From an optimization exercise on the open Yosys and OpenROAD flow, aimed at small area and a short achievable clock period; shortcuts taken in it are not production practice.
In this exercise RTL edits were held to simulation tests only and were not proved equivalent to the original.

## flow/design.v

```verilog
module intt4point(
    input clk, rst,
    input [15:0] in0, in1, in2, in3,
    output [15:0] out0, out1, out2, out3
);
  wire [12:0] z0, z1, z2, z3;
  reg [14:0] rs0;
  reg [14:0] rs2;
  reg [12:0] rb;
  reg [12:0] rd;
  wire [12:0] dmz;
  wire [12:0] bmz;
  wire [12:0] g0 = in0[12:0] & {13{~rst}};
  wire [12:0] g1 = in1[12:0] & {13{~rst}};
  wire [12:0] g2 = in2[12:0] & {13{~rst}};
  wire [12:0] g3 = in3[12:0] & {13{~rst}};
  wire s1, c2;
  ha_m us1 (.a(g0[0]), .b(g2[0]), .s(s1), .co(c2));
  wire s3, c4;
  fa_m us3 (.a(g0[1]), .b(g2[1]), .c(c2), .s(s3), .co(c4));
  wire s5, c6;
  fa_m us5 (.a(g0[2]), .b(g2[2]), .c(c4), .s(s5), .co(c6));
  wire s7, c8;
  fa_m us7 (.a(g0[3]), .b(g2[3]), .c(c6), .s(s7), .co(c8));
  wire s9, c10;
  fa_m us9 (.a(g0[4]), .b(g2[4]), .c(c8), .s(s9), .co(c10));
  wire s11, c12;
  fa_m us11 (.a(g0[5]), .b(g2[5]), .c(c10), .s(s11), .co(c12));
  wire s13, c14;
  fa_m us13 (.a(g0[6]), .b(g2[6]), .c(c12), .s(s13), .co(c14));
  wire s15, c16;
  fa_m us15 (.a(g0[7]), .b(g2[7]), .c(c14), .s(s15), .co(c16));
  wire s17, c18;
  fa_m us17 (.a(g0[8]), .b(g2[8]), .c(c16), .s(s17), .co(c18));
  wire s19, c20;
  fa_m us19 (.a(g0[9]), .b(g2[9]), .c(c18), .s(s19), .co(c20));
  wire s21, c22;
  fa_m us21 (.a(g0[10]), .b(g2[10]), .c(c20), .s(s21), .co(c22));
  wire s23, c24;
  fa_m us23 (.a(g0[11]), .b(g2[11]), .c(c22), .s(s23), .co(c24));
  wire s25, c26;
  fa_m us25 (.a(g0[12]), .b(g2[12]), .c(c24), .s(s25), .co(c26));
  wire s27, c28;
  ha_m us27 (.a(g1[0]), .b(g3[0]), .s(s27), .co(c28));
  wire s29, c30;
  fa_m us29 (.a(g1[1]), .b(g3[1]), .c(c28), .s(s29), .co(c30));
  wire s31, c32;
  fa_m us31 (.a(g1[2]), .b(g3[2]), .c(c30), .s(s31), .co(c32));
  wire s33, c34;
  fa_m us33 (.a(g1[3]), .b(g3[3]), .c(c32), .s(s33), .co(c34));
  wire s35, c36;
  fa_m us35 (.a(g1[4]), .b(g3[4]), .c(c34), .s(s35), .co(c36));
  wire s37, c38;
  fa_m us37 (.a(g1[5]), .b(g3[5]), .c(c36), .s(s37), .co(c38));
  wire s39, c40;
  fa_m us39 (.a(g1[6]), .b(g3[6]), .c(c38), .s(s39), .co(c40));
  wire s41, c42;
  fa_m us41 (.a(g1[7]), .b(g3[7]), .c(c40), .s(s41), .co(c42));
  wire s43, c44;
  fa_m us43 (.a(g1[8]), .b(g3[8]), .c(c42), .s(s43), .co(c44));
  wire s45, c46;
  fa_m us45 (.a(g1[9]), .b(g3[9]), .c(c44), .s(s45), .co(c46));
  wire s47, c48;
  fa_m us47 (.a(g1[10]), .b(g3[10]), .c(c46), .s(s47), .co(c48));
  wire s49, c50;
  fa_m us49 (.a(g1[11]), .b(g3[11]), .c(c48), .s(s49), .co(c50));
  wire s51, c52;
  fa_m us51 (.a(g1[12]), .b(g3[12]), .c(c50), .s(s51), .co(c52));
  wire i53 = ~g2[0];
  wire s54, c55;
  xn_m us54 (.a(g0[0]), .b(i53), .y(s54));
  or_m uc55 (.a(g0[0]), .b(i53), .y(c55));
  wire i56 = ~g2[1];
  wire s57, c58;
  assign c58 = (g0[1] & i56) | (g0[1] & c55) | (i56 & c55);
  wire i59 = ~g2[2];
  wire s60, c61;
  assign c61 = (g0[2] & i59) | (g0[2] & c58) | (i59 & c58);
  wire i62 = ~g2[3];
  wire s63, c64;
  assign c64 = (g0[3] & i62) | (g0[3] & c61) | (i62 & c61);
  wire i65 = ~g2[4];
  wire s66, c67;
  assign c67 = (g0[4] & i65) | (g0[4] & c64) | (i65 & c64);
  wire i68 = ~g2[5];
  wire s69, c70;
  assign c70 = (g0[5] & i68) | (g0[5] & c67) | (i68 & c67);
  wire i71 = ~g2[6];
  wire s72, c73;
  assign c73 = (g0[6] & i71) | (g0[6] & c70) | (i71 & c70);
  wire i74 = ~g2[7];
  wire s75, c76;
  assign c76 = (g0[7] & i74) | (g0[7] & c73) | (i74 & c73);
  wire i77 = ~g2[8];
  wire s78, c79;
  assign c79 = (g0[8] & i77) | (g0[8] & c76) | (i77 & c76);
  wire i80 = ~g2[9];
  wire s81, c82;
  assign c82 = (g0[9] & i80) | (g0[9] & c79) | (i80 & c79);
  wire i83 = ~g2[10];
  wire s84, c85;
  assign c85 = (g0[10] & i83) | (g0[10] & c82) | (i83 & c82);
  wire i86 = ~g2[11];
  wire s87, c88;
  assign c88 = (g0[11] & i86) | (g0[11] & c85) | (i86 & c85);
  wire i89 = ~g2[12];
  wire s90, c91;
  wire i92 = ~g3[0];
  wire s93, c94;
  xn_m us93 (.a(g1[0]), .b(i92), .y(s93));
  or_m uc94 (.a(g1[0]), .b(i92), .y(c94));
  wire i95 = ~g3[1];
  wire s96, c97;
  assign c97 = (g1[1] & i95) | (g1[1] & c94) | (i95 & c94);
  wire i98 = ~g3[2];
  wire s99, c100;
  assign c100 = (g1[2] & i98) | (g1[2] & c97) | (i98 & c97);
  wire i101 = ~g3[3];
  wire s102, c103;
  assign c103 = (g1[3] & i101) | (g1[3] & c100) | (i101 & c100);
  wire i104 = ~g3[4];
  wire s105, c106;
  assign c106 = (g1[4] & i104) | (g1[4] & c103) | (i104 & c103);
  wire i107 = ~g3[5];
  wire s108, c109;
  assign c109 = (g1[5] & i107) | (g1[5] & c106) | (i107 & c106);
  wire i110 = ~g3[6];
  wire s111, c112;
  assign c112 = (g1[6] & i110) | (g1[6] & c109) | (i110 & c109);
  wire i113 = ~g3[7];
  wire s114, c115;
  assign c115 = (g1[7] & i113) | (g1[7] & c112) | (i113 & c112);
  wire i116 = ~g3[8];
  wire s117, c118;
  assign c118 = (g1[8] & i116) | (g1[8] & c115) | (i116 & c115);
  wire i119 = ~g3[9];
  wire s120, c121;
  assign c121 = (g1[9] & i119) | (g1[9] & c118) | (i119 & c118);
  wire i122 = ~g3[10];
  wire s123, c124;
  assign c124 = (g1[10] & i122) | (g1[10] & c121) | (i122 & c121);
  wire i125 = ~g3[11];
  wire s126, c127;
  assign c127 = (g1[11] & i125) | (g1[11] & c124) | (i125 & c124);
  wire i128 = ~g3[12];
  wire s129, c130;
  wire s131, c132;
  xn_m us131 (.a(g0[0]), .b(i53), .y(s131));
  or_m uc132 (.a(g0[0]), .b(i53), .y(c132));
  wire s133, c134;
  fa_m us133 (.a(g0[1]), .b(i56), .c(c132), .s(s133), .co(c134));
  wire s135, c136;
  fa_m us135 (.a(g0[2]), .b(i59), .c(c134), .s(s135), .co(c136));
  wire s137, c138;
  fa_m us137 (.a(g0[3]), .b(i62), .c(c136), .s(s137), .co(c138));
  wire s139, c140;
  fa_m us139 (.a(g0[4]), .b(i65), .c(c138), .s(s139), .co(c140));
  wire s141, c142;
  fa_m us141 (.a(g0[5]), .b(i68), .c(c140), .s(s141), .co(c142));
  wire s143, c144;
  fa_m us143 (.a(g0[6]), .b(i71), .c(c142), .s(s143), .co(c144));
  wire s145, c146;
  fa_m us145 (.a(g0[7]), .b(i74), .c(c144), .s(s145), .co(c146));
  wire s147, c148;
  fa_m us147 (.a(g0[8]), .b(i77), .c(c146), .s(s147), .co(c148));
  wire s149, c150;
  fa_m us149 (.a(g0[9]), .b(i80), .c(c148), .s(s149), .co(c150));
  wire s151, c152;
  fa_m us151 (.a(g0[10]), .b(i83), .c(c150), .s(s151), .co(c152));
  wire s153, c154;
  fa_m us153 (.a(g0[11]), .b(i86), .c(c152), .s(s153), .co(c154));
  wire s155, c156;
  fa_m us155 (.a(g0[12]), .b(i89), .c(c154), .s(s155), .co(c156));
  wire [12:0] w157 = {s155, s153, s151, s149, s147, s145, s143, s141, s139, s137, s135, s133, s131};
  wire i158 = ~c156;
  assign bmz = i158 ? w157 + 13'd7681 : w157;
  wire s159, c160;
  xn_m us159 (.a(g1[0]), .b(i92), .y(s159));
  or_m uc160 (.a(g1[0]), .b(i92), .y(c160));
  wire s161, c162;
  fa_m us161 (.a(g1[1]), .b(i95), .c(c160), .s(s161), .co(c162));
  wire s163, c164;
  fa_m us163 (.a(g1[2]), .b(i98), .c(c162), .s(s163), .co(c164));
  wire s165, c166;
  fa_m us165 (.a(g1[3]), .b(i101), .c(c164), .s(s165), .co(c166));
  wire s167, c168;
  fa_m us167 (.a(g1[4]), .b(i104), .c(c166), .s(s167), .co(c168));
  wire s169, c170;
  fa_m us169 (.a(g1[5]), .b(i107), .c(c168), .s(s169), .co(c170));
  wire s171, c172;
  fa_m us171 (.a(g1[6]), .b(i110), .c(c170), .s(s171), .co(c172));
  wire s173, c174;
  fa_m us173 (.a(g1[7]), .b(i113), .c(c172), .s(s173), .co(c174));
  wire s175, c176;
  fa_m us175 (.a(g1[8]), .b(i116), .c(c174), .s(s175), .co(c176));
  wire s177, c178;
  fa_m us177 (.a(g1[9]), .b(i119), .c(c176), .s(s177), .co(c178));
  wire s179, c180;
  fa_m us179 (.a(g1[10]), .b(i122), .c(c178), .s(s179), .co(c180));
  wire s181, c182;
  fa_m us181 (.a(g1[11]), .b(i125), .c(c180), .s(s181), .co(c182));
  wire s183, c184;
  fa_m us183 (.a(g1[12]), .b(i128), .c(c182), .s(s183), .co(c184));
  wire [12:0] w185 = {s183, s181, s179, s177, s175, s173, s171, s169, s167, s165, s163, s161, s159};
  wire i186 = ~c184;
  assign dmz = i186 ? w185 + 13'd7681 : w185;
  wire s187, c188;
  ha_m us187 (.a(s1), .b(s27), .s(s187), .co(c188));
  wire s189, c190;
  fa_m us189 (.a(s3), .b(s29), .c(c188), .s(s189), .co(c190));
  wire s191, c192;
  fa_m us191 (.a(s5), .b(s31), .c(c190), .s(s191), .co(c192));
  wire s193, c194;
  fa_m us193 (.a(s7), .b(s33), .c(c192), .s(s193), .co(c194));
  wire s195, c196;
  fa_m us195 (.a(s9), .b(s35), .c(c194), .s(s195), .co(c196));
  wire s197, c198;
  fa_m us197 (.a(s11), .b(s37), .c(c196), .s(s197), .co(c198));
  wire s199, c200;
  fa_m us199 (.a(s13), .b(s39), .c(c198), .s(s199), .co(c200));
  wire s201, c202;
  fa_m us201 (.a(s15), .b(s41), .c(c200), .s(s201), .co(c202));
  wire s203, c204;
  fa_m us203 (.a(s17), .b(s43), .c(c202), .s(s203), .co(c204));
  wire s205, c206;
  fa_m us205 (.a(s19), .b(s45), .c(c204), .s(s205), .co(c206));
  wire s207, c208;
  fa_m us207 (.a(s21), .b(s47), .c(c206), .s(s207), .co(c208));
  wire s209, c210;
  fa_m us209 (.a(s23), .b(s49), .c(c208), .s(s209), .co(c210));
  wire s211, c212;
  fa_m us211 (.a(s25), .b(s51), .c(c210), .s(s211), .co(c212));
  wire s213, c214;
  fa_m us213 (.a(c26), .b(c52), .c(c212), .s(s213), .co(c214));
  wire i215 = ~s27;
  wire s216, c217;
  xn_m us216 (.a(s1), .b(i215), .y(s216));
  or_m uc217 (.a(s1), .b(i215), .y(c217));
  wire i218 = ~s29;
  wire s219, c220;
  fa_m us219 (.a(s3), .b(i218), .c(c217), .s(s219), .co(c220));
  wire i221 = ~s31;
  wire s222, c223;
  fa_m us222 (.a(s5), .b(i221), .c(c220), .s(s222), .co(c223));
  wire i224 = ~s33;
  wire s225, c226;
  fa_m us225 (.a(s7), .b(i224), .c(c223), .s(s225), .co(c226));
  wire i227 = ~s35;
  wire s228, c229;
  fa_m us228 (.a(s9), .b(i227), .c(c226), .s(s228), .co(c229));
  wire i230 = ~s37;
  wire s231, c232;
  fa_m us231 (.a(s11), .b(i230), .c(c229), .s(s231), .co(c232));
  wire i233 = ~s39;
  wire s234, c235;
  fa_m us234 (.a(s13), .b(i233), .c(c232), .s(s234), .co(c235));
  wire i236 = ~s41;
  wire s237, c238;
  fa_m us237 (.a(s15), .b(i236), .c(c235), .s(s237), .co(c238));
  wire i239 = ~s43;
  wire s240, c241;
  fa_m us240 (.a(s17), .b(i239), .c(c238), .s(s240), .co(c241));
  wire i242 = ~s45;
  wire s243, c244;
  fa_m us243 (.a(s19), .b(i242), .c(c241), .s(s243), .co(c244));
  wire i245 = ~s47;
  wire s246, c247;
  fa_m us246 (.a(s21), .b(i245), .c(c244), .s(s246), .co(c247));
  wire i248 = ~s49;
  wire s249, c250;
  fa_m us249 (.a(s23), .b(i248), .c(c247), .s(s249), .co(c250));
  wire i251 = ~s51;
  wire s252, c253;
  fa_m us252 (.a(s25), .b(i251), .c(c250), .s(s252), .co(c253));
  wire i254 = ~c52;
  wire s255, c256;
  fa_m us255 (.a(c26), .b(i254), .c(c253), .s(s255), .co(c256));
  wire [14:0] rs0_d = {c214, s213, s211, s209, s207, s205, s203, s201, s199, s197, s195, s193, s191, s189, s187};
  wire [14:0] rs2_d = {c256, s255, s252, s249, s246, s243, s240, s237, s234, s231, s228, s225, s222, s219, s216};
  wire [12:0] rb_d = {bmz[12], bmz[11], bmz[10], bmz[9], bmz[8], bmz[7], bmz[6], bmz[5], bmz[4], bmz[3], bmz[2], bmz[1], bmz[0]};
  wire [12:0] rd_d = {dmz[12], dmz[11], dmz[10], dmz[9], dmz[8], dmz[7], dmz[6], dmz[5], dmz[4], dmz[3], dmz[2], dmz[1], dmz[0]};
  wire i257 = ~rs0[1];
  wire s258, c259;
  ha_m us258 (.a(i257), .b(rs0[14]), .s(s258), .co(c259));
  wire s260, c261;
  ha_m us260 (.a(rs0[0]), .b(rs0[9]), .s(s260), .co(c261));
  wire s262, c263;
  fa_m us262 (.a(rs0[1]), .b(rs0[10]), .c(c261), .s(s262), .co(c263));
  wire s264, c265;
  ha_m us264 (.a(rs0[11]), .b(c263), .s(s264), .co(c265));
  wire s266, c267;
  ha_m us266 (.a(rs0[12]), .b(c265), .s(s266), .co(c267));
  wire s268, c269;
  fa_m us268 (.a(rs0[13]), .b(rs0[0]), .c(c267), .s(s268), .co(c269));
  wire i270 = ~rs0[0];
  wire s271, c272;
  fa_m us271 (.a(i270), .b(s258), .c(c269), .s(s271), .co(c272));
  wire s273, c274;
  xn_m us273 (.a(c259), .b(c272), .y(s273));
  or_m uc274 (.a(c259), .b(c272), .y(c274));
  wire [12:0] w275 = {s271, s268, s266, s264, s262, s260, rs0[8], rs0[7], rs0[6], rs0[5], rs0[4], rs0[3], rs0[2]};
  assign z0 = s273 ? w275 + 13'd7681 : w275;
  wire i276 = ~rs2[1];
  wire s277, c278;
  xn_m us277 (.a(i276), .b(rs2[14]), .y(s277));
  or_m uc278 (.a(i276), .b(rs2[14]), .y(c278));
  wire i279 = ~rs2[7];
  wire s280, c281;
  ha_m us280 (.a(i279), .b(rs2[5]), .s(s280), .co(c281));
  wire s282, c283;
  ha_m us282 (.a(rs2[2]), .b(rs2[8]), .s(s282), .co(c283));
  wire s284, c285;
  fa_m us284 (.a(rs2[6]), .b(c281), .c(c278), .s(s284), .co(c285));
  wire s286, c287;
  fa_m us286 (.a(rs2[3]), .b(rs2[9]), .c(rs2[0]), .s(s286), .co(c287));
  wire s288, c289;
  fa_m us288 (.a(i279), .b(c283), .c(s286), .s(s288), .co(c289));
  wire s290, c291;
  fa_m us290 (.a(rs2[4]), .b(rs2[10]), .c(rs2[1]), .s(s290), .co(c291));
  wire s292, c293;
  fa_m us292 (.a(c287), .b(s290), .c(c289), .s(s292), .co(c293));
  wire s294, c295;
  fa_m us294 (.a(rs2[2]), .b(rs2[5]), .c(rs2[11]), .s(s294), .co(c295));
  wire i296 = ~c291;
  wire s297, c298;
  fa_m us297 (.a(rs2[0]), .b(rs2[9]), .c(i296), .s(s297), .co(c298));
  wire i299 = ~s294;
  wire s300, c301;
  ha_m us300 (.a(i299), .b(s297), .s(s300), .co(c301));
  wire s302, c303;
  fa_m us302 (.a(rs2[3]), .b(rs2[6]), .c(rs2[12]), .s(s302), .co(c303));
  wire s304, c305;
  fa_m us304 (.a(rs2[1]), .b(rs2[10]), .c(c298), .s(s304), .co(c305));
  wire i306 = ~c301;
  wire s307, c308;
  fa_m us307 (.a(c295), .b(s302), .c(i306), .s(s307), .co(c308));
  wire s309, c310;
  fa_m us309 (.a(rs2[2]), .b(rs2[11]), .c(rs2[0]), .s(s309), .co(c310));
  wire s311, c312;
  fa_m us311 (.a(rs2[4]), .b(rs2[7]), .c(rs2[13]), .s(s311), .co(c312));
  wire i313 = ~s309;
  wire s314, c315;
  fa_m us314 (.a(c303), .b(i313), .c(s311), .s(s314), .co(c315));
  wire i316 = ~s314;
  wire s317, c318;
  ha_m us317 (.a(i316), .b(c305), .s(s317), .co(c318));
  wire s319, c320;
  xn_m us319 (.a(rs2[3]), .b(rs2[12]), .y(s319));
  or_m uc320 (.a(rs2[3]), .b(rs2[12]), .y(c320));
  wire s321, c322;
  fa_m us321 (.a(rs2[5]), .b(rs2[8]), .c(rs2[14]), .s(s321), .co(c322));
  wire s323, c324;
  fa_m us323 (.a(rs2[1]), .b(c310), .c(s319), .s(s323), .co(c324));
  wire s325, c326;
  fa_m us325 (.a(c312), .b(s321), .c(c315), .s(s325), .co(c326));
  wire i327 = ~s325;
  wire s328, c329;
  ha_m us328 (.a(s323), .b(i327), .s(s328), .co(c329));
  wire s330, c331;
  ha_m us330 (.a(rs2[0]), .b(rs2[9]), .s(s330), .co(c331));
  wire s332, c333;
  fa_m us332 (.a(rs2[2]), .b(rs2[4]), .c(rs2[13]), .s(s332), .co(c333));
  wire s334, c335;
  fa_m us334 (.a(rs2[0]), .b(rs2[6]), .c(c322), .s(s334), .co(c335));
  wire s336, c337;
  fa_m us336 (.a(c320), .b(s332), .c(c324), .s(s336), .co(c337));
  wire s338, c339;
  fa_m us338 (.a(s330), .b(s334), .c(c326), .s(s338), .co(c339));
  wire s340, c341;
  ha_m us340 (.a(s336), .b(c329), .s(s340), .co(c341));
  wire s342, c343;
  fa_m us342 (.a(rs2[1]), .b(rs2[10]), .c(c331), .s(s342), .co(c343));
  wire s344, c345;
  fa_m us344 (.a(rs2[3]), .b(c333), .c(c337), .s(s344), .co(c345));
  wire s346, c347;
  fa_m us346 (.a(c335), .b(s342), .c(c339), .s(s346), .co(c347));
  wire s348, c349;
  ha_m us348 (.a(s344), .b(c341), .s(s348), .co(c349));
  wire i350 = ~rs2[4];
  wire s351, c352;
  fa_m us351 (.a(rs2[2]), .b(rs2[11]), .c(i350), .s(s351), .co(c352));
  wire s353, c354;
  fa_m us353 (.a(s351), .b(c343), .c(c347), .s(s353), .co(c354));
  wire s355, c356;
  ha_m us355 (.a(c345), .b(c349), .s(s355), .co(c356));
  wire s357, c358;
  fa_m us357 (.a(rs2[3]), .b(rs2[12]), .c(c352), .s(s357), .co(c358));
  wire i359 = ~s357;
  wire s360, c361;
  fa_m us360 (.a(rs2[5]), .b(i359), .c(c356), .s(s360), .co(c361));
  wire i362 = ~rs2[0];
  wire s363, c364;
  fa_m us363 (.a(i362), .b(rs2[4]), .c(rs2[13]), .s(s363), .co(c364));
  wire i365 = ~rs2[6];
  wire s366, c367;
  fa_m us366 (.a(i365), .b(s363), .c(c358), .s(s366), .co(c367));
  wire s368, c369;
  ha_m us368 (.a(s277), .b(s280), .s(s368), .co(c369));
  wire i370 = ~s282;
  wire s371, c372;
  fa_m us371 (.a(i370), .b(s284), .c(c369), .s(s371), .co(c372));
  wire i373 = ~s288;
  wire s374, c375;
  fa_m us374 (.a(c285), .b(i373), .c(c372), .s(s374), .co(c375));
  wire i376 = ~s292;
  wire s377, c378;
  fa_m us377 (.a(rs2[8]), .b(i376), .c(c375), .s(s377), .co(c378));
  wire i379 = ~c293;
  wire s380, c381;
  fa_m us380 (.a(i379), .b(s300), .c(c378), .s(s380), .co(c381));
  wire i382 = ~s307;
  wire s383, c384;
  xn_m us383 (.a(s304), .b(i382), .y(s383));
  or_m uc384 (.a(s304), .b(i382), .y(c384));
  wire i385 = ~c308;
  wire s386, c387;
  ha_m us386 (.a(i385), .b(s317), .s(s386), .co(c387));
  wire s388, c389;
  ha_m us388 (.a(c318), .b(s328), .s(s388), .co(c389));
  wire i390 = ~s338;
  wire s391, c392;
  ha_m us391 (.a(i390), .b(s340), .s(s391), .co(c392));
  wire s393, c394;
  fa_m us393 (.a(s368), .b(s348), .c(c392), .s(s393), .co(c394));
  wire s395, c396;
  fa_m us395 (.a(s371), .b(s355), .c(c394), .s(s395), .co(c396));
  wire s397, c398;
  fa_m us397 (.a(s374), .b(s360), .c(c396), .s(s397), .co(c398));
  wire s399, c400;
  fa_m us399 (.a(s377), .b(c361), .c(c398), .s(s399), .co(c400));
  wire s401, c402;
  ha_m us401 (.a(c364), .b(s368), .s(s401), .co(c402));
  wire i403 = ~s380;
  wire s404, c405;
  fa_m us404 (.a(s401), .b(c367), .c(i403), .s(s404), .co(c405));
  wire s406, c407;
  ha_m us406 (.a(c402), .b(s371), .s(s406), .co(c407));
  wire s408, c409;
  ha_m us408 (.a(c381), .b(s383), .s(s408), .co(c409));
  wire s410, c411;
  fa_m us410 (.a(c384), .b(s386), .c(c409), .s(s410), .co(c411));
  wire s412, c413;
  fa_m us412 (.a(c387), .b(s388), .c(c411), .s(s412), .co(c413));
  wire s414, c415;
  fa_m us414 (.a(c389), .b(s391), .c(c413), .s(s414), .co(c415));
  wire i416 = ~s346;
  wire s417, c418;
  fa_m us417 (.a(i416), .b(s393), .c(c415), .s(s417), .co(c418));
  wire i419 = ~s353;
  wire s420, c421;
  fa_m us420 (.a(i419), .b(s395), .c(c418), .s(s420), .co(c421));
  wire i422 = ~c354;
  wire s423, c424;
  fa_m us423 (.a(i422), .b(s397), .c(c421), .s(s423), .co(c424));
  wire i425 = ~s366;
  wire s426, c427;
  fa_m us426 (.a(i425), .b(s399), .c(c424), .s(s426), .co(c427));
  wire i428 = ~s404;
  wire s429, c430;
  fa_m us429 (.a(c400), .b(i428), .c(c427), .s(s429), .co(c430));
  wire i431 = ~c430;
  wire s432, c433;
  fa_m us432 (.a(c405), .b(s406), .c(i431), .s(s432), .co(c433));
  wire s434, c435;
  fa_m us434 (.a(s374), .b(c407), .c(c433), .s(s434), .co(c435));
  wire s436, c437;
  ha_m us436 (.a(s377), .b(c435), .s(s436), .co(c437));
  wire s438, c439;
  ha_m us438 (.a(s380), .b(c437), .s(s438), .co(c439));
  wire i440 = ~s432;
  wire i441 = ~s434;
  wire i442 = ~s436;
  wire i443 = ~s438;
  wire [12:0] w444 = {i443, i442, i441, i440, s429, s426, s423, s420, s417, s414, s412, s410, s408};
  assign z2 = c439 ? w444 + 13'd7681 : w444;
  wire s445, c446;
  xn_m us445 (.a(rb[5]), .b(rb[1]), .y(s445));
  or_m uc446 (.a(rb[5]), .b(rb[1]), .y(c446));
  wire s447, c448;
  ha_m us447 (.a(rb[6]), .b(rb[2]), .s(s447), .co(c448));
  wire s449, c450;
  fa_m us449 (.a(rb[0]), .b(c446), .c(s447), .s(s449), .co(c450));
  wire s451, c452;
  fa_m us451 (.a(rb[7]), .b(rb[3]), .c(rb[1]), .s(s451), .co(c452));
  wire s453, c454;
  fa_m us453 (.a(c448), .b(s451), .c(c450), .s(s453), .co(c454));
  wire s455, c456;
  ha_m us455 (.a(rd[9]), .b(rd[0]), .s(s455), .co(c456));
  wire s457, c458;
  fa_m us457 (.a(rb[8]), .b(rb[4]), .c(rb[2]), .s(s457), .co(c458));
  wire s459, c460;
  fa_m us459 (.a(rd[10]), .b(rd[1]), .c(c456), .s(s459), .co(c460));
  wire s461, c462;
  fa_m us461 (.a(c452), .b(s457), .c(c454), .s(s461), .co(c462));
  wire s463, c464;
  fa_m us463 (.a(rb[0]), .b(rb[9]), .c(rb[5]), .s(s463), .co(c464));
  wire s465, c466;
  fa_m us465 (.a(rb[3]), .b(rd[0]), .c(c458), .s(s465), .co(c466));
  wire s467, c468;
  fa_m us467 (.a(rd[2]), .b(rd[11]), .c(c460), .s(s467), .co(c468));
  wire s469, c470;
  fa_m us469 (.a(s463), .b(s465), .c(c462), .s(s469), .co(c470));
  wire s471, c472;
  fa_m us471 (.a(rb[1]), .b(rb[10]), .c(rb[6]), .s(s471), .co(c472));
  wire s473, c474;
  fa_m us473 (.a(rb[4]), .b(rb[0]), .c(rd[1]), .s(s473), .co(c474));
  wire s475, c476;
  fa_m us475 (.a(c464), .b(s471), .c(s473), .s(s475), .co(c476));
  wire s477, c478;
  fa_m us477 (.a(rd[3]), .b(rd[12]), .c(c468), .s(s477), .co(c478));
  wire s479, c480;
  fa_m us479 (.a(c466), .b(s475), .c(c470), .s(s479), .co(c480));
  wire s481, c482;
  fa_m us481 (.a(rb[2]), .b(rb[11]), .c(rb[7]), .s(s481), .co(c482));
  wire s483, c484;
  fa_m us483 (.a(rb[5]), .b(rb[1]), .c(rd[2]), .s(s483), .co(c484));
  wire s485, c486;
  fa_m us485 (.a(rd[0]), .b(c472), .c(c474), .s(s485), .co(c486));
  wire s487, c488;
  fa_m us487 (.a(s481), .b(s483), .c(c476), .s(s487), .co(c488));
  wire i489 = ~rd[4];
  wire s490, c491;
  fa_m us490 (.a(i489), .b(s485), .c(s487), .s(s490), .co(c491));
  wire i492 = ~s490;
  wire s493, c494;
  ha_m us493 (.a(c478), .b(i492), .s(s493), .co(c494));
  wire i495 = ~rb[3];
  wire s496, c497;
  xn_m us496 (.a(i495), .b(rd[5]), .y(s496));
  or_m uc497 (.a(i495), .b(rd[5]), .y(c497));
  wire s498, c499;
  fa_m us498 (.a(rb[12]), .b(rb[8]), .c(rb[6]), .s(s498), .co(c499));
  wire s500, c501;
  fa_m us500 (.a(rb[2]), .b(rd[3]), .c(rd[1]), .s(s500), .co(c501));
  wire s502, c503;
  fa_m us502 (.a(c482), .b(c484), .c(s498), .s(s502), .co(c503));
  wire s504, c505;
  fa_m us504 (.a(s500), .b(c486), .c(s502), .s(s504), .co(c505));
  wire s506, c507;
  fa_m us506 (.a(c488), .b(s504), .c(c491), .s(s506), .co(c507));
  wire s508, c509;
  ha_m us508 (.a(s496), .b(c494), .s(s508), .co(c509));
  wire s510, c511;
  fa_m us510 (.a(rd[2]), .b(rb[4]), .c(rb[0]), .s(s510), .co(c511));
  wire s512, c513;
  fa_m us512 (.a(rb[9]), .b(rb[7]), .c(rb[3]), .s(s512), .co(c513));
  wire s514, c515;
  fa_m us514 (.a(rb[0]), .b(rd[6]), .c(c497), .s(s514), .co(c515));
  wire s516, c517;
  fa_m us516 (.a(rd[4]), .b(c499), .c(c501), .s(s516), .co(c517));
  wire s518, c519;
  fa_m us518 (.a(s510), .b(s512), .c(c503), .s(s518), .co(c519));
  wire s520, c521;
  fa_m us520 (.a(s516), .b(c505), .c(s518), .s(s520), .co(c521));
  wire i522 = ~s514;
  wire s523, c524;
  fa_m us523 (.a(i522), .b(s520), .c(c507), .s(s523), .co(c524));
  wire s525, c526;
  fa_m us525 (.a(rd[3]), .b(rb[10]), .c(rb[8]), .s(s525), .co(c526));
  wire s527, c528;
  fa_m us527 (.a(rb[4]), .b(rd[5]), .c(c511), .s(s527), .co(c528));
  wire s529, c530;
  fa_m us529 (.a(c513), .b(s525), .c(c517), .s(s529), .co(c530));
  wire s531, c532;
  fa_m us531 (.a(s527), .b(c519), .c(s529), .s(s531), .co(c532));
  wire i533 = ~s531;
  wire s534, c535;
  fa_m us534 (.a(rb[1]), .b(c515), .c(i533), .s(s534), .co(c535));
  wire i536 = ~c521;
  wire s537, c538;
  ha_m us537 (.a(i536), .b(s534), .s(s537), .co(c538));
  wire s539, c540;
  fa_m us539 (.a(rd[4]), .b(rb[11]), .c(rb[9]), .s(s539), .co(c540));
  wire s541, c542;
  fa_m us541 (.a(rb[5]), .b(rd[6]), .c(c526), .s(s541), .co(c542));
  wire s543, c544;
  fa_m us543 (.a(s539), .b(c528), .c(s541), .s(s543), .co(c544));
  wire s545, c546;
  fa_m us545 (.a(c530), .b(s543), .c(c532), .s(s545), .co(c546));
  wire s547, c548;
  fa_m us547 (.a(rb[2]), .b(c535), .c(c538), .s(s547), .co(c548));
  wire s549, c550;
  fa_m us549 (.a(rd[5]), .b(rb[12]), .c(rb[10]), .s(s549), .co(c550));
  wire s551, c552;
  fa_m us551 (.a(rb[6]), .b(rd[7]), .c(c540), .s(s551), .co(c552));
  wire s553, c554;
  fa_m us553 (.a(s549), .b(c542), .c(s551), .s(s553), .co(c554));
  wire s555, c556;
  fa_m us555 (.a(c544), .b(s553), .c(c546), .s(s555), .co(c556));
  wire i557 = ~s555;
  wire s558, c559;
  ha_m us558 (.a(rb[3]), .b(i557), .s(s558), .co(c559));
  wire s560, c561;
  xn_m us560 (.a(rb[4]), .b(rb[0]), .y(s560));
  or_m uc561 (.a(rb[4]), .b(rb[0]), .y(c561));
  wire s562, c563;
  fa_m us562 (.a(rd[6]), .b(rb[11]), .c(rb[7]), .s(s562), .co(c563));
  wire s564, c565;
  fa_m us564 (.a(rd[8]), .b(c550), .c(s562), .s(s564), .co(c565));
  wire s566, c567;
  fa_m us566 (.a(c552), .b(s564), .c(c554), .s(s566), .co(c567));
  wire i568 = ~s560;
  wire s569, c570;
  fa_m us569 (.a(i568), .b(s566), .c(c556), .s(s569), .co(c570));
  wire s571, c572;
  fa_m us571 (.a(rb[12]), .b(rb[8]), .c(rd[9]), .s(s571), .co(c572));
  wire s573, c574;
  fa_m us573 (.a(c563), .b(s571), .c(c565), .s(s573), .co(c574));
  wire i575 = ~c561;
  wire s576, c577;
  fa_m us576 (.a(i575), .b(s573), .c(c567), .s(s576), .co(c577));
  wire s578, c579;
  ha_m us578 (.a(rb[9]), .b(rd[10]), .s(s578), .co(c579));
  wire s580, c581;
  fa_m us580 (.a(c572), .b(s578), .c(c574), .s(s580), .co(c581));
  wire s582, c583;
  fa_m us582 (.a(rb[10]), .b(rd[11]), .c(c579), .s(s582), .co(c583));
  wire s584, c585;
  ha_m us584 (.a(rb[11]), .b(rd[12]), .s(s584), .co(c585));
  wire i586 = ~s445;
  wire s587, c588;
  ha_m us587 (.a(rd[7]), .b(i586), .s(s587), .co(c588));
  wire i589 = ~s449;
  wire s590, c591;
  fa_m us590 (.a(rd[8]), .b(i589), .c(c588), .s(s590), .co(c591));
  wire i592 = ~s453;
  wire s593, c594;
  fa_m us593 (.a(i592), .b(s455), .c(c591), .s(s593), .co(c594));
  wire i595 = ~s461;
  wire s596, c597;
  fa_m us596 (.a(s459), .b(i595), .c(c594), .s(s596), .co(c597));
  wire i598 = ~s469;
  wire s599, c600;
  fa_m us599 (.a(s467), .b(i598), .c(c597), .s(s599), .co(c600));
  wire i601 = ~s479;
  wire s602, c603;
  fa_m us602 (.a(s477), .b(i601), .c(c600), .s(s602), .co(c603));
  wire i604 = ~c480;
  wire s605, c606;
  xn_m us605 (.a(s493), .b(i604), .y(s605));
  or_m uc606 (.a(s493), .b(i604), .y(c606));
  wire i607 = ~s506;
  wire s608, c609;
  ha_m us608 (.a(i607), .b(s508), .s(s608), .co(c609));
  wire s610, c611;
  ha_m us610 (.a(c509), .b(c609), .s(s610), .co(c611));
  wire s612, c613;
  fa_m us612 (.a(s587), .b(s537), .c(c611), .s(s612), .co(c613));
  wire s614, c615;
  fa_m us614 (.a(s590), .b(s547), .c(c613), .s(s614), .co(c615));
  wire s616, c617;
  fa_m us616 (.a(s593), .b(c548), .c(s558), .s(s616), .co(c617));
  wire s618, c619;
  fa_m us618 (.a(s596), .b(c559), .c(c617), .s(s618), .co(c619));
  wire s620, c621;
  ha_m us620 (.a(s587), .b(s576), .s(s620), .co(c621));
  wire i622 = ~s599;
  wire s623, c624;
  fa_m us623 (.a(i622), .b(s620), .c(c570), .s(s623), .co(c624));
  wire s625, c626;
  fa_m us625 (.a(s590), .b(s580), .c(c577), .s(s625), .co(c626));
  wire s627, c628;
  fa_m us627 (.a(c621), .b(s625), .c(c624), .s(s627), .co(c628));
  wire s629, c630;
  ha_m us629 (.a(s582), .b(c581), .s(s629), .co(c630));
  wire s631, c632;
  fa_m us631 (.a(s593), .b(s629), .c(c626), .s(s631), .co(c632));
  wire s633, c634;
  ha_m us633 (.a(s584), .b(c583), .s(s633), .co(c634));
  wire s635, c636;
  fa_m us635 (.a(s633), .b(c630), .c(s596), .s(s635), .co(c636));
  wire s637, c638;
  ha_m us637 (.a(rb[12]), .b(c585), .s(s637), .co(c638));
  wire s639, c640;
  fa_m us639 (.a(s637), .b(c634), .c(s599), .s(s639), .co(c640));
  wire s641, c642;
  ha_m us641 (.a(c638), .b(s602), .s(s641), .co(c642));
  wire s643, c644;
  ha_m us643 (.a(c603), .b(s605), .s(s643), .co(c644));
  wire s645, c646;
  fa_m us645 (.a(c606), .b(s608), .c(c644), .s(s645), .co(c646));
  wire i647 = ~s523;
  wire s648, c649;
  fa_m us648 (.a(i647), .b(s610), .c(c646), .s(s648), .co(c649));
  wire i650 = ~c524;
  wire s651, c652;
  fa_m us651 (.a(i650), .b(s612), .c(c649), .s(s651), .co(c652));
  wire i653 = ~s545;
  wire s654, c655;
  fa_m us654 (.a(i653), .b(s614), .c(c652), .s(s654), .co(c655));
  wire s656, c657;
  fa_m us656 (.a(c615), .b(s616), .c(c655), .s(s656), .co(c657));
  wire i658 = ~s569;
  wire s659, c660;
  fa_m us659 (.a(i658), .b(s618), .c(c657), .s(s659), .co(c660));
  wire i661 = ~s623;
  wire s662, c663;
  fa_m us662 (.a(c619), .b(i661), .c(c660), .s(s662), .co(c663));
  wire i664 = ~s627;
  wire s665, c666;
  fa_m us665 (.a(s602), .b(i664), .c(c663), .s(s665), .co(c666));
  wire i667 = ~c666;
  wire s668, c669;
  fa_m us668 (.a(c628), .b(s631), .c(i667), .s(s668), .co(c669));
  wire s670, c671;
  fa_m us670 (.a(c632), .b(s635), .c(c669), .s(s670), .co(c671));
  wire s672, c673;
  fa_m us672 (.a(c636), .b(s639), .c(c671), .s(s672), .co(c673));
  wire s674, c675;
  fa_m us674 (.a(c640), .b(s641), .c(c673), .s(s674), .co(c675));
  wire s676, c677;
  xn_m us676 (.a(c642), .b(c675), .y(s676));
  or_m uc677 (.a(c642), .b(c675), .y(c677));
  wire i678 = ~s668;
  wire i679 = ~s670;
  wire i680 = ~s672;
  wire i681 = ~s674;
  wire [12:0] w682 = {i681, i680, i679, i678, s665, s662, s659, s656, s654, s651, s648, s645, s643};
  wire i683 = ~s676;
  assign z1 = i683 ? w682 + 13'd7681 : w682;
  wire i684 = ~rd[5];
  wire s685, c686;
  ha_m us685 (.a(rb[7]), .b(i684), .s(s685), .co(c686));
  wire i687 = ~rd[6];
  wire s688, c689;
  xn_m us688 (.a(rb[8]), .b(i687), .y(s688));
  or_m uc689 (.a(rb[8]), .b(i687), .y(c689));
  wire i690 = ~c686;
  wire s691, c692;
  fa_m us691 (.a(rd[2]), .b(rd[0]), .c(i690), .s(s691), .co(c692));
  wire s693, c694;
  fa_m us693 (.a(rd[7]), .b(rd[3]), .c(rd[1]), .s(s693), .co(c694));
  wire s695, c696;
  fa_m us695 (.a(rb[0]), .b(rb[9]), .c(c689), .s(s695), .co(c696));
  wire s697, c698;
  xn_m us697 (.a(s693), .b(c692), .y(s697));
  or_m uc698 (.a(s693), .b(c692), .y(c698));
  wire s699, c700;
  fa_m us699 (.a(rd[8]), .b(rd[4]), .c(rd[2]), .s(s699), .co(c700));
  wire s701, c702;
  fa_m us701 (.a(rb[1]), .b(rb[10]), .c(c696), .s(s701), .co(c702));
  wire s703, c704;
  fa_m us703 (.a(c694), .b(s699), .c(c698), .s(s703), .co(c704));
  wire s705, c706;
  fa_m us705 (.a(rd[0]), .b(rb[0]), .c(rd[9]), .s(s705), .co(c706));
  wire s707, c708;
  fa_m us707 (.a(rd[5]), .b(rd[3]), .c(c700), .s(s707), .co(c708));
  wire s709, c710;
  fa_m us709 (.a(rb[2]), .b(rb[11]), .c(c702), .s(s709), .co(c710));
  wire s711, c712;
  fa_m us711 (.a(s705), .b(s707), .c(c704), .s(s711), .co(c712));
  wire s713, c714;
  fa_m us713 (.a(rd[1]), .b(rb[1]), .c(rd[10]), .s(s713), .co(c714));
  wire s715, c716;
  fa_m us715 (.a(rd[6]), .b(rd[4]), .c(rd[0]), .s(s715), .co(c716));
  wire s717, c718;
  fa_m us717 (.a(c706), .b(s713), .c(s715), .s(s717), .co(c718));
  wire i719 = ~c708;
  wire s720, c721;
  fa_m us720 (.a(rb[3]), .b(rb[12]), .c(i719), .s(s720), .co(c721));
  wire i722 = ~s717;
  wire s723, c724;
  fa_m us723 (.a(i722), .b(s720), .c(c710), .s(s723), .co(c724));
  wire s725, c726;
  fa_m us725 (.a(rb[0]), .b(rb[2]), .c(rd[11]), .s(s725), .co(c726));
  wire s727, c728;
  fa_m us727 (.a(rd[7]), .b(rd[5]), .c(rd[1]), .s(s727), .co(c728));
  wire s729, c730;
  fa_m us729 (.a(rd[2]), .b(c714), .c(c716), .s(s729), .co(c730));
  wire s731, c732;
  fa_m us731 (.a(s725), .b(s727), .c(c718), .s(s731), .co(c732));
  wire i733 = ~s729;
  wire s734, c735;
  fa_m us734 (.a(rb[4]), .b(i733), .c(c721), .s(s734), .co(c735));
  wire i736 = ~s731;
  wire s737, c738;
  ha_m us737 (.a(i736), .b(s734), .s(s737), .co(c738));
  wire i739 = ~rb[1];
  wire s740, c741;
  xn_m us740 (.a(i739), .b(rb[5]), .y(s740));
  or_m uc741 (.a(i739), .b(rb[5]), .y(c741));
  wire s742, c743;
  fa_m us742 (.a(rd[3]), .b(rb[3]), .c(rd[12]), .s(s742), .co(c743));
  wire s744, c745;
  fa_m us744 (.a(rd[8]), .b(rd[6]), .c(rd[2]), .s(s744), .co(c745));
  wire s746, c747;
  fa_m us746 (.a(c726), .b(c728), .c(s742), .s(s746), .co(c747));
  wire s748, c749;
  fa_m us748 (.a(s744), .b(c730), .c(s746), .s(s748), .co(c749));
  wire s750, c751;
  fa_m us750 (.a(s740), .b(c735), .c(c738), .s(s750), .co(c751));
  wire s752, c753;
  xn_m us752 (.a(c732), .b(s748), .y(s752));
  or_m uc753 (.a(c732), .b(s748), .y(c753));
  wire s754, c755;
  fa_m us754 (.a(rb[2]), .b(rd[4]), .c(rd[0]), .s(s754), .co(c755));
  wire s756, c757;
  fa_m us756 (.a(rb[4]), .b(rd[9]), .c(rd[7]), .s(s756), .co(c757));
  wire s758, c759;
  fa_m us758 (.a(rd[0]), .b(rb[6]), .c(c741), .s(s758), .co(c759));
  wire s760, c761;
  fa_m us760 (.a(rd[3]), .b(c743), .c(c745), .s(s760), .co(c761));
  wire s762, c763;
  fa_m us762 (.a(s754), .b(s756), .c(c747), .s(s762), .co(c763));
  wire s764, c765;
  fa_m us764 (.a(s760), .b(c749), .c(s762), .s(s764), .co(c765));
  wire i766 = ~s758;
  wire s767, c768;
  fa_m us767 (.a(i766), .b(c753), .c(s764), .s(s767), .co(c768));
  wire s769, c770;
  fa_m us769 (.a(rb[3]), .b(rb[5]), .c(rd[10]), .s(s769), .co(c770));
  wire s771, c772;
  fa_m us771 (.a(rd[8]), .b(rd[4]), .c(c755), .s(s771), .co(c772));
  wire s773, c774;
  fa_m us773 (.a(c757), .b(s769), .c(c761), .s(s773), .co(c774));
  wire s775, c776;
  fa_m us775 (.a(s771), .b(c763), .c(s773), .s(s775), .co(c776));
  wire s777, c778;
  fa_m us777 (.a(s775), .b(c765), .c(c768), .s(s777), .co(c778));
  wire s779, c780;
  ha_m us779 (.a(rd[1]), .b(c759), .s(s779), .co(c780));
  wire s781, c782;
  fa_m us781 (.a(rb[4]), .b(rb[6]), .c(rd[11]), .s(s781), .co(c782));
  wire s783, c784;
  fa_m us783 (.a(rd[9]), .b(rd[5]), .c(c770), .s(s783), .co(c784));
  wire s785, c786;
  fa_m us785 (.a(s781), .b(c772), .c(s783), .s(s785), .co(c786));
  wire s787, c788;
  fa_m us787 (.a(c774), .b(s785), .c(c776), .s(s787), .co(c788));
  wire i789 = ~s787;
  wire s790, c791;
  fa_m us790 (.a(rd[2]), .b(c780), .c(i789), .s(s790), .co(c791));
  wire s792, c793;
  fa_m us792 (.a(rb[5]), .b(rb[7]), .c(rd[12]), .s(s792), .co(c793));
  wire s794, c795;
  fa_m us794 (.a(rd[10]), .b(rd[6]), .c(c782), .s(s794), .co(c795));
  wire s796, c797;
  fa_m us796 (.a(s792), .b(c784), .c(s794), .s(s796), .co(c797));
  wire s798, c799;
  fa_m us798 (.a(c786), .b(s796), .c(c788), .s(s798), .co(c799));
  wire s800, c801;
  ha_m us800 (.a(rd[3]), .b(c791), .s(s800), .co(c801));
  wire i802 = ~rb[6];
  wire s803, c804;
  xn_m us803 (.a(i802), .b(rd[4]), .y(s803));
  or_m uc804 (.a(i802), .b(rd[4]), .y(c804));
  wire s805, c806;
  fa_m us805 (.a(rb[8]), .b(rd[11]), .c(rd[7]), .s(s805), .co(c806));
  wire s807, c808;
  fa_m us807 (.a(c793), .b(s805), .c(c795), .s(s807), .co(c808));
  wire i809 = ~c797;
  wire s810, c811;
  fa_m us810 (.a(rd[0]), .b(s803), .c(i809), .s(s810), .co(c811));
  wire i812 = ~s810;
  wire s813, c814;
  fa_m us813 (.a(s807), .b(i812), .c(c799), .s(s813), .co(c814));
  wire s815, c816;
  fa_m us815 (.a(rb[9]), .b(rd[12]), .c(rd[8]), .s(s815), .co(c816));
  wire s817, c818;
  fa_m us817 (.a(c806), .b(s815), .c(c808), .s(s817), .co(c818));
  wire i819 = ~s817;
  wire s820, c821;
  fa_m us820 (.a(c804), .b(c811), .c(i819), .s(s820), .co(c821));
  wire s822, c823;
  ha_m us822 (.a(rb[10]), .b(rd[9]), .s(s822), .co(c823));
  wire s824, c825;
  fa_m us824 (.a(c816), .b(s822), .c(c818), .s(s824), .co(c825));
  wire s826, c827;
  fa_m us826 (.a(rb[11]), .b(rd[10]), .c(c823), .s(s826), .co(c827));
  wire s828, c829;
  ha_m us828 (.a(rb[12]), .b(rd[11]), .s(s828), .co(c829));
  wire i830 = ~rd[1];
  wire s831, c832;
  ha_m us831 (.a(i830), .b(s685), .s(s831), .co(c832));
  wire i833 = ~s691;
  wire s834, c835;
  fa_m us834 (.a(s688), .b(i833), .c(c832), .s(s834), .co(c835));
  wire i836 = ~s697;
  wire s837, c838;
  fa_m us837 (.a(s695), .b(i836), .c(c835), .s(s837), .co(c838));
  wire i839 = ~s703;
  wire s840, c841;
  fa_m us840 (.a(s701), .b(i839), .c(c838), .s(s840), .co(c841));
  wire i842 = ~s711;
  wire s843, c844;
  fa_m us843 (.a(s709), .b(i842), .c(c841), .s(s843), .co(c844));
  wire i845 = ~c712;
  wire s846, c847;
  fa_m us846 (.a(i845), .b(s723), .c(c844), .s(s846), .co(c847));
  wire s848, c849;
  xn_m us848 (.a(s737), .b(c724), .y(s848));
  or_m uc849 (.a(s737), .b(c724), .y(c849));
  wire i850 = ~s752;
  wire s851, c852;
  ha_m us851 (.a(i850), .b(s750), .s(s851), .co(c852));
  wire i853 = ~s767;
  wire s854, c855;
  ha_m us854 (.a(i853), .b(c751), .s(s854), .co(c855));
  wire s856, c857;
  fa_m us856 (.a(s831), .b(s779), .c(c855), .s(s856), .co(c857));
  wire s858, c859;
  fa_m us858 (.a(s834), .b(s790), .c(c857), .s(s858), .co(c859));
  wire s860, c861;
  fa_m us860 (.a(s837), .b(s800), .c(c859), .s(s860), .co(c861));
  wire i862 = ~s813;
  wire s863, c864;
  fa_m us863 (.a(s840), .b(c801), .c(i862), .s(s863), .co(c864));
  wire i865 = ~s831;
  wire s866, c867;
  xn_m us866 (.a(i865), .b(s820), .y(s866));
  or_m uc867 (.a(i865), .b(s820), .y(c867));
  wire s868, c869;
  fa_m us868 (.a(s843), .b(s866), .c(c864), .s(s868), .co(c869));
  wire s870, c871;
  fa_m us870 (.a(c821), .b(c867), .c(s846), .s(s870), .co(c871));
  wire i872 = ~s870;
  wire s873, c874;
  fa_m us873 (.a(s834), .b(s824), .c(i872), .s(s873), .co(c874));
  wire s875, c876;
  ha_m us875 (.a(s826), .b(s837), .s(s875), .co(c876));
  wire s877, c878;
  fa_m us877 (.a(c825), .b(s875), .c(c874), .s(s877), .co(c878));
  wire s879, c880;
  ha_m us879 (.a(s828), .b(c827), .s(s879), .co(c880));
  wire s881, c882;
  fa_m us881 (.a(s879), .b(s840), .c(c876), .s(s881), .co(c882));
  wire s883, c884;
  ha_m us883 (.a(rd[12]), .b(c829), .s(s883), .co(c884));
  wire s885, c886;
  fa_m us885 (.a(s883), .b(c880), .c(s843), .s(s885), .co(c886));
  wire s887, c888;
  ha_m us887 (.a(c884), .b(s846), .s(s887), .co(c888));
  wire s889, c890;
  ha_m us889 (.a(c847), .b(s848), .s(s889), .co(c890));
  wire s891, c892;
  fa_m us891 (.a(c849), .b(s851), .c(c890), .s(s891), .co(c892));
  wire s893, c894;
  fa_m us893 (.a(c852), .b(s854), .c(c892), .s(s893), .co(c894));
  wire i895 = ~s777;
  wire s896, c897;
  fa_m us896 (.a(i895), .b(s856), .c(c894), .s(s896), .co(c897));
  wire i898 = ~c778;
  wire s899, c900;
  fa_m us899 (.a(i898), .b(s858), .c(c897), .s(s899), .co(c900));
  wire i901 = ~s798;
  wire s902, c903;
  fa_m us902 (.a(i901), .b(s860), .c(c900), .s(s902), .co(c903));
  wire s904, c905;
  fa_m us904 (.a(c861), .b(s863), .c(c903), .s(s904), .co(c905));
  wire i906 = ~c814;
  wire s907, c908;
  fa_m us907 (.a(i906), .b(s868), .c(c905), .s(s907), .co(c908));
  wire i909 = ~s873;
  wire s910, c911;
  fa_m us910 (.a(c869), .b(i909), .c(c908), .s(s910), .co(c911));
  wire i912 = ~s877;
  wire s913, c914;
  fa_m us913 (.a(c871), .b(i912), .c(c911), .s(s913), .co(c914));
  wire i915 = ~c914;
  wire s916, c917;
  fa_m us916 (.a(c878), .b(s881), .c(i915), .s(s916), .co(c917));
  wire s918, c919;
  fa_m us918 (.a(c882), .b(s885), .c(c917), .s(s918), .co(c919));
  wire s920, c921;
  fa_m us920 (.a(c886), .b(s887), .c(c919), .s(s920), .co(c921));
  wire s922, c923;
  xn_m us922 (.a(c888), .b(c921), .y(s922));
  or_m uc923 (.a(c888), .b(c921), .y(c923));
  wire i924 = ~s916;
  wire i925 = ~s918;
  wire i926 = ~s920;
  wire [12:0] w927 = {i926, i925, i924, s913, s910, s907, s904, s902, s899, s896, s893, s891, s889};
  wire i928 = ~s922;
  assign z3 = i928 ? w927 + 13'd7681 : w927;
  always @(posedge clk) begin
    rs0 <= rs0_d;
    rs2 <= rs2_d;
    rb <= rb_d;
    rd <= rd_d;
  end
  assign out0 = {3'b000, z0};
  assign out1 = {3'b000, z1};
  assign out2 = {3'b000, z2};
  assign out3 = {3'b000, z3};
endmodule
module fa_m(input a, b, c, output s, co);
  assign s = a ^ b ^ c;
  assign co = (a & b) | (a & c) | (b & c);
endmodule
module ha_m(input a, b, output s, co);
  assign s = a ^ b;
  assign co = a & b;
endmodule
module xn_m(input a, b, output y);
  assign y = ~(a ^ b);
endmodule
module or_m(input a, b, output y);
  assign y = a | b;
endmodule
```

## flow/constraint.sdc

```tcl
create_clock -name core_clock -period 110.0 [get_ports {clk}]
set_input_delay 22.0000 -clock core_clock [delete_from_list [all_inputs] [get_ports {clk}]]
set_output_delay 22.0000 -clock core_clock [all_outputs]
set_load 0.01 [all_outputs]
```

## flow/run.sh

```bash
#!/bin/bash
# synth_recipe.tcl (not shown) runs the flow's synth.tcl, then flattens the netlist and writes it again
# the make line also repeats each setting of config.mk as NAME=value (left out here)
make -C /OpenROAD-flow-scripts/flow DESIGN_CONFIG=/design/flow/config.mk WORK_HOME=/design/flow/orfs CLKGATE_MAP_FILE= SYNTH_SCRIPT=/design/flow/synth_recipe.tcl finish
```

## flow/config.mk

```make
export PLATFORM = sky130hd
export DESIGN_NAME = intt4point
export DESIGN_NICKNAME = intt4point
export VERILOG_FILES = /design/flow/design.v
export SDC_FILE = /design/flow/constraint.sdc
export NUM_CORES = 4
export LEC_CHECK = 0
export CAP_MARGIN = 20
export CORE_MARGIN = 2
export CORE_UTILIZATION = 40
export SLEW_MARGIN = 20
export SYNTH_HIERARCHICAL = 1
export SYNTH_MINIMUM_KEEP_SIZE = 0
```

==> results_dict.tcl <==
set metrics [dict create \
    yosysTopAreaCellShare_pct 56.17 \
    cts_buffers 5 \
    cts_tree "built" \
    fin_crit_ns 31.49 \
    synth_cell_types 32 \
    min_period_over_period_pct 28.63 \
    instances_no_fill 1283 \
    io_buffers 105 \
    nNetsFinal 1369 \
    initial_core_util_pct 40.78 \
    synth_fa_ha_area_share_pct 63.70 \
    top_level_ports 130 \
    synth_edf_count 0 \
    synth-compound-area-share_pct 1.628 \
    drt_iter0_drc 286 \
    ys_seq_elements 56 \
    grt_pass1_vias 6699 \
    vias_per_cell 4.817 \
    worstSetupStartpoint "rb[2]" \
    rsz0062_at_grt "no" \
    die_w_um 164.5 \
    cap_violations 0 \
    detailed_place_hpwl_um 19720 \
    fp.dieH_um 164.5 \
    async_flop_share_pct 0 \
    syn_to_final_growth_pct 14.91 \
    final-hold-violation-count 0 \
    synth_cells 850 \
    row_count 58 \
    cp_max_fo 8 \
    antenna_left 0 \
    grt_pass1_wl_um 36040 \
    cp-end-kind "output port" \
    gr-total-overflow 0 \
    path_class "register to output port" \
    ctsResizeCount 0 \
    vias 6180 \
    layout-drive-gt1-share_pct 1.574 \
    cts.clk_slew.worst_paths_ns 0.07 \
    synthSimpleGateAreaFrac_pct 9.196 \
    synthesis.area_um2 10300 \
    clk_path_buf_depth 2 \
    synth_xor_area_share_pct 7.823 \
    track_usage_pct 17.67 \
    syn_area_per_cell_um2 12.12 \
    tightest_slew_ns 0.8602 \
    clock-sinks 56 \
    crit_end "out1[8]" \
    hold_buffers 0 \
    synth.most_common_cell "fa_1" \
    grt_max_degree 53 \
    synthMuxAreaShare_pct 0.6560 \
    drc 0 \
    coreArea_um2 25250 \
    hold_class "input pin to register" \
    synth_area_leaders "fa_1 (56%), dfxtp_1 (11%), ha_1 (7.5%), inv_1 (4.8%), xnor2_1 (4.8%)" \
    drv_slew 0 \
    post-cts-setup-buffers 0 \
    dieArea_um2 27050 \
    cp_data_arrival_time_ns 9.49 \
    dr.pass1.iters 4 \
    gp_congestion 0.9067 \
    synth_top_family_by_area "adder cells" \
    startpoint_type "register" \
    wl_um 21920 \
    synth_ff_type "dfxtp_1" \
    synth_seq_area_share_pct 10.88 \
    relSlewSlack_pct 42.24 \
    yosys_warnings 7 \
    post-place-cells 1275 \
    antenna_found_initial 3 \
    setup_violations 0 \
    yosysTopAreaCell "fa_1" \
    wl_per_cell_um 17.08 \
    cts_max_level 2 \
    fill_cells 2370 \
    antenna_cells 0 \
    run_status "no timing/DRC/antenna violations" \
    max_freq_ghz 0.03176 \
    root_buffer "clkbuf_16" \
    tns_ns 0 \
    critical_path_required_ns 88.00 \
    ys_top_cells_by_count "fa_1 (289), inv_1 (132), ha_1 (62)" \
]
==> logic make-up after synthesis <==
logic type                 after synthesis
AOI/OAI and AO/OA                       24
xor gates and xnor gates                92
adders and majority gates              351
buffers and inverters                  154
DFF                                     56
muxes                                    6
other                                    1
and+or+nand+nor                        166
==> layer usage <==
| metal | up-vias | global-route usage (%) | part of all wire [%] |
|---|---|---|---|
| li1 | 2810 | - | - |
| met3 | 13 | 3.064 | 6.4 |
| met1 | 3187 | 26.36 | 47 |
| met4 | 0 | 2.055 | 0.82 |
| met2 | 170 | 28.05 | 46 |
| met5 | - | 0 | 0 |
==> Yosys stat by module (local to each module, per instance) <==
module / cells / cell area [µm²] / flip-flops and latches
intt4point: 468 / 3532 / 56
fa_m: 1 / 20.02 / 0
ha_m: 1 / 12.51 / 0
xn_m: 1 / 8.758 / 0
or_m: 1 / 6.256 / 0
==> stage by stage <==
stage	setup WS (ns)	instance area, µm²	utilization [%]	hold slack (ns)
3_5_place_dp	78.78	11680	46.26	22.86
4_1_cts	78.42	11840	46.86	22.53
6_report	78.51	11840	46.86	22.53
5_1_grt	78.02	11840	46.86	22.56
2_1_floorplan	79.84	10340	-	22.39
3_3_place_gp	78.82	11680	46.26	22.86
==> flip-flops by register name (all words and copies together) (netlist names) <==
register and flops:
rs0 15, rd 13, rs2 15, rb 13
==> cell usage in the layout (no fill, tap or decap), types with 2 or more instances in the layout <==
cell type	Yosys	layout
nor2_1	13	13
nand2b_1	28	28
clkbuf_16	0	5
and3_1	3	3
clkdlybuf4s50_1	0	105
nand2_1	20	20
xnor2_1	56	56
o21ai_0	5	5
xor2_1	36	36
or2_1	17	17
fa_1	289	289
nand3_1	12	12
o211ai_1	5	5
nor3b_1	3	3
nand4b_1	2	2
nor3_1	11	11
nand3b_1	2	2
conb_1	1	12
nor4_1	4	4
nor2b_1	26	26
o31ai_1	12	12
mux2_2	6	6
inv_1	132	132
nand4_1	22	22
dfxtp_1	56	56
ha_1	62	62
==> final cells by class <==
cell class	count	area [µm²]	area share, %
Multi-Input combinational cell	651	8594	72.62
Timing Repair Buffer	106	1059	8.944
Tap cell	330	412.9	3.489
Inverter	132	495.5	4.186
Clock inverter	3	27.53	0.2326
Clock buffer	5	125.1	1.057
Sequential cell	56	1121	9.473
==> worst min path at each step <==
stage               startpoint     end  slack [ns]  depth (start not counted)
finish                 in2[12]  rb[12]       22.53                          4
global route           in2[12]  rb[12]       22.56                          4
CTS                    in2[12]  rb[12]       22.53                          4
detailed placement     in2[12]  rb[12]       22.86                          4
global placement       in2[12]  rb[12]       22.86                          4
floorplan              in2[12]  rb[12]       22.39                          3
==> critical path: stages, from the launching register on <==
cell and delay, ns:
dfxtp_1 0.74, ha_1 0.37, fa_1 0.41, fa_1 0.49, inv_1 0.06, fa_1 0.45, fa_1 0.40, fa_1 0.40
fa_1 0.40, ha_1 0.22, fa_1 0.38, fa_1 0.38, fa_1 0.39, fa_1 0.40, fa_1 0.40, fa_1 0.39
fa_1 0.39, fa_1 0.37, inv_1 0.07, fa_1 0.17, fa_1 0.18, fa_1 0.19, fa_1 0.19, xnor2_1 0.17
nand3b_1 0.22, nor3_1 0.22, xor2_1 0.18, clkdlybuf4s50_1 0.55

==> afterwards: timing with drivers on the ports <==
Ports are ideal in the flow. The routed layout listed here was re-timed in OpenROAD.
Step 1, drivers: a clkbuf_16 drives clk and a buf_2 each remaining input, both assumed.
Step 2, shift: input delay + t, output delay - t, t = (earliest + latest rising clock arrival at the registers) / 2. This alone moves slack from input paths to output paths.
a / b / c = ideal ports / drivers / drivers and shift; a / b = the first two.
t (ns): 0.338
setup WS [ns]: 78.510 / 78.471 / 78.809
clock arrival spread, ns: 0.005 / 0.005
slew at the worst register clock pin (ns): 0.08 / 0.08
cell pins on the clock port's net: 1
After both steps this run still meets setup and hold. For this run, drivers alone change the setup slack by -0.039 ns; drivers and shift together by +0.299 ns.
